Background: an optimization exercise with open tools, aiming at small area and a short achievable clock period. Do not read the settings as production practice.
The RTL was checked by simulation tests, not by an equivalence proof against the original design.
Power and IR drop assume default switching activity.

Design Nbit_ALU_Register, start of the top module:
module Nbit_ALU_Register (r2, r3, ALUop, r0, clk);
parameter n = 32;
input[n-1:0] r2, r3;
input[2:0] ALUop;
input clk;
output [n-1:0] r0;
wire[n-1:0] r1;
Nbit_ALU #(n) alu1 (.r1(r1), .r2(r2), .r3(r3), .ALUop(ALUop) );
Nbit_Register #(n) reg1 (.outo(r0), .ino(r1), .clk(clk) );
endmodule
Size: about 530 cells after synthesis, about 100 I/O pins, about 4000 µm² of cells after synthesis.
==> flow/config.mk <==
export PLATFORM = sky130hd
export DESIGN_NAME = Nbit_ALU_Register
export DESIGN_NICKNAME = Nbit_ALU_Register
export VERILOG_FILES = /design/flow/design.v
export SDC_FILE = /design/flow/constraint.sdc
export NUM_CORES = 4
export LEC_CHECK = 0
export CAP_MARGIN = 20
export CORE_MARGIN = 2
export CORE_UTILIZATION = 40
export SLEW_MARGIN = 20
==> flow/constraint.sdc <==
create_clock -name core_clock -period 15.5 [get_ports {clk}]
set_input_delay 3.1000 -clock core_clock [delete_from_list [all_inputs] [get_ports {clk}]]
set_output_delay 3.1000 -clock core_clock [all_outputs]
set_load 0.01 [all_outputs]
standard.sh (not shown) runs the stock make flow with config.mk's settings and CLKGATE_MAP_FILE= SYNTH_SCRIPT=/design/flow/synth_recipe.tcl, a recipe that flattens the netlist after the stock synthesis.
==> flow/flow/run.sh <==
#!/bin/bash
# Standard ORFS layout; the only change is the cell used to buffer the ports
# (a plain buf_1 instead of the delay buffer buffer_ports picks by default).
set -euo pipefail
export BUFFER_PORTS_ARGS="-buffer_cell sky130_fd_sc_hd__buf_1"
bash standard.sh > standard.log 2>&1
The first run produced a clean layout.
Rerun with:
==> flow/run.sh (new file) <==
#!/bin/bash
# synth_recipe.tcl (not shown) runs the flow's synth.tcl, then flattens the netlist and writes it again
# the make line also repeats each setting of config.mk as NAME=value (left out here)
make -C /OpenROAD-flow-scripts/flow DESIGN_CONFIG=/design/flow/config.mk WORK_HOME=/design/flow/orfs CLKGATE_MAP_FILE= SYNTH_SCRIPT=/design/flow/synth_recipe.tcl finish
removed: flow/flow/run.sh
removed: flow/standard.sh
Effect: Die area is unchanged; cell count stays flat; clock-buffer cell count grows by 1.

---

Another version of the RTL of Nbit_ALU_Register (not shown whole).
Size: about 400 cells after synthesis, roughly 32 flip-flops, about 100 I/O pins.
clock: 15.5 ns
lec_check: 0
cap_margin: 20
core_margin: 2
core_utilization: 40
gpl_timing_driven: 0
slew_margin: 20
synth_hierarchical: 1
synth_minimum_keep_size: 0
==> flow/flow/run.sh <==
#!/bin/bash
# Standard ORFS layout with two changes: the ports are buffered with buf_1 (instead of the
# delay buffer buffer_ports picks by default), and timing repair aims for a setup slack of
# 9.9 ns, so that it sizes the critical paths for a shorter period than the clock's.
set -euo pipefail
export BUFFER_PORTS_ARGS="-buffer_cell sky130_fd_sc_hd__buf_1"
export SETUP_SLACK_MARGIN=9.9
bash standard.sh > standard.log 2>&1
Rerun with:
CORE_UTILIZATION = 60   (was 40)
CTS_BUF_LIST = sky130_fd_sc_hd__clkbuf_4   (was not set)
Routed wire length falls by 3.8%.
Global-route usage rises by 8.1 points.
Sequential power is about the same.
Cell area falls by about 3.3%.
Utilization rises by 24 points.
Total power falls by 12%.
Hold slack is worse by 0.040 ns.
Sequential cell count is unchanged.
Rerun with:
==> flow/flow/run.sh (replaced) <==
#!/bin/bash
# Standard ORFS layout; the only change is the cell used to buffer the ports
# (a plain buf_1 instead of the delay buffer buffer_ports picks by default).
set -euo pipefail
export BUFFER_PORTS_ARGS="-buffer_cell sky130_fd_sc_hd__buf_1"
bash standard.sh > standard.log 2>&1
CORE_UTILIZATION = 40   (was 60)
CTS_BUF_LIST = not set   (was sky130_fd_sc_hd__clkbuf_4)
GPL_TIMING_DRIVEN = not set   (was 0)
Sequential cell count does not change.
Design area is lower by 0.56%.
Worst setup slack loses 1.0 ns.
Maximum frequency is lower by 16%.
Sequential share of layout area is higher by 0.11 points.
Die area is higher by 47%.
First-iteration DRC count is lower by 16%.
Count of clock-buffer cells in the layout is lower by 2.
Rerun with:
==> flow/flow/run.sh (replaced) <==
#!/bin/bash
# Standard ORFS layout with two changes: the ports are buffered with buf_1 (instead of the
# delay buffer buffer_ports picks by default), and timing repair aims for a setup slack of
# 10.1 ns, so that it sizes the critical paths for a shorter period than the clock's.
set -euo pipefail
export BUFFER_PORTS_ARGS="-buffer_cell sky130_fd_sc_hd__buf_1"
export SETUP_SLACK_MARGIN=10.1
bash standard.sh > standard.log 2>&1
CORE_UTILIZATION = 60   (was 40)
CTS_BUF_LIST = sky130_fd_sc_hd__clkbuf_4   (was not set)
GPL_TIMING_DRIVEN = 0   (was not set)
Cell count fell by 2.3%; count of clock-buffer cells in the layout rose by 2; critical path depth is higher by 2; worst hold slack is worse by 0.13 ns.
Rerun with:
==> flow/flow/run.sh (replaced) <==
#!/bin/bash
# Standard ORFS layout; the only change is the cell used to buffer the ports
# (a plain buf_1 instead of the delay buffer buffer_ports picks by default).
set -euo pipefail
export BUFFER_PORTS_ARGS="-buffer_cell sky130_fd_sc_hd__buf_1"
bash standard.sh > standard.log 2>&1
CORE_UTILIZATION = 40   (was 60)
CTS_BUF_LIST = not set   (was sky130_fd_sc_hd__clkbuf_4)
What happened:
- The changed run completed without violations
- design area is higher by 0.52%
- hold slack is better by 0.099 ns
- maximum frequency drops by 11%
- sequential share of layout area stays flat
- setup slack gets worse by 0.68 ns
- routed wire length falls by about 1.2%
- sequential power is about the same
- core utilization decreases by 26 points
- non-clock buffer count fell by 4
Rerun with:
==> flow/flow/run.sh (replaced) <==
#!/bin/bash
# Standard ORFS layout with two changes: the ports are buffered with buf_1 (instead of the
# delay buffer buffer_ports picks by default), and timing repair aims for a setup slack of
# 10.5 ns, so that it sizes the critical paths for a shorter period than the clock's.
set -euo pipefail
export BUFFER_PORTS_ARGS="-buffer_cell sky130_fd_sc_hd__buf_1"
export SETUP_SLACK_MARGIN=10.5
bash standard.sh > standard.log 2>&1
After rerunning: Cell area came out higher by 15%. Global-route usage came out higher by 1.0 points. Sequential share of layout area came out lower by 2.5 points.

## port drivers added, routing unchanged
The results above use ideal ports. As a check the final layouts listed here were re-extracted and re-timed, cells and wires unchanged.
Step 1 sets driving cells, clkbuf_16 on the clock port and buf_2 on the other inputs (assumed; they add their load-dependent delay and slew).
Step 2 also shifts input and output timing later by t, the mid clock arrival at the registers, as if the neighbouring blocks saw the same clock.
Slacks: no drivers / after step 1 / after step 2; pairs: no drivers / after step 1.
run	t, ns	slack for setup (ns)	worst setup path after step 2	clock arrival spread, ns	worst slew at a driven data input, ns
the first run of note 1	0.329	8.837 / 8.847 / 8.518	input to register	0.008 / 0.008	0.06
the second run of note 1	0.318	8.439 / 8.451 / 8.133	input to register	0.008 / 0.008	0.04
the first run of note 2	0.309	10.130 / 10.134 / 9.825	input to register	0.011 / 0.011	0.05
the second run of note 2	0.357	10.075 / 10.078 / 9.720	input to register	0.013 / 0.013	0.04
the third run of note 2	0.315	9.078 / 9.083 / 8.768	input to register	0.012 / 0.012	0.04
the fourth run of note 2	0.355	10.248 / 10.253 / 9.897	input to register	0.019 / 0.019	0.04
the fifth run of note 2	0.309	9.567 / 9.569 / 9.259	input to register	0.007 / 0.007	0.04
the sixth run of note 2	0.318	10.319 / 10.299 / 9.981	input to register	0.007 / 0.007	0.07
After both steps every run listed still meets setup and hold. The setup slack of the second run of note 2, which loses most, moves by +0.003 ns with the drivers and by -0.355 ns with both steps.
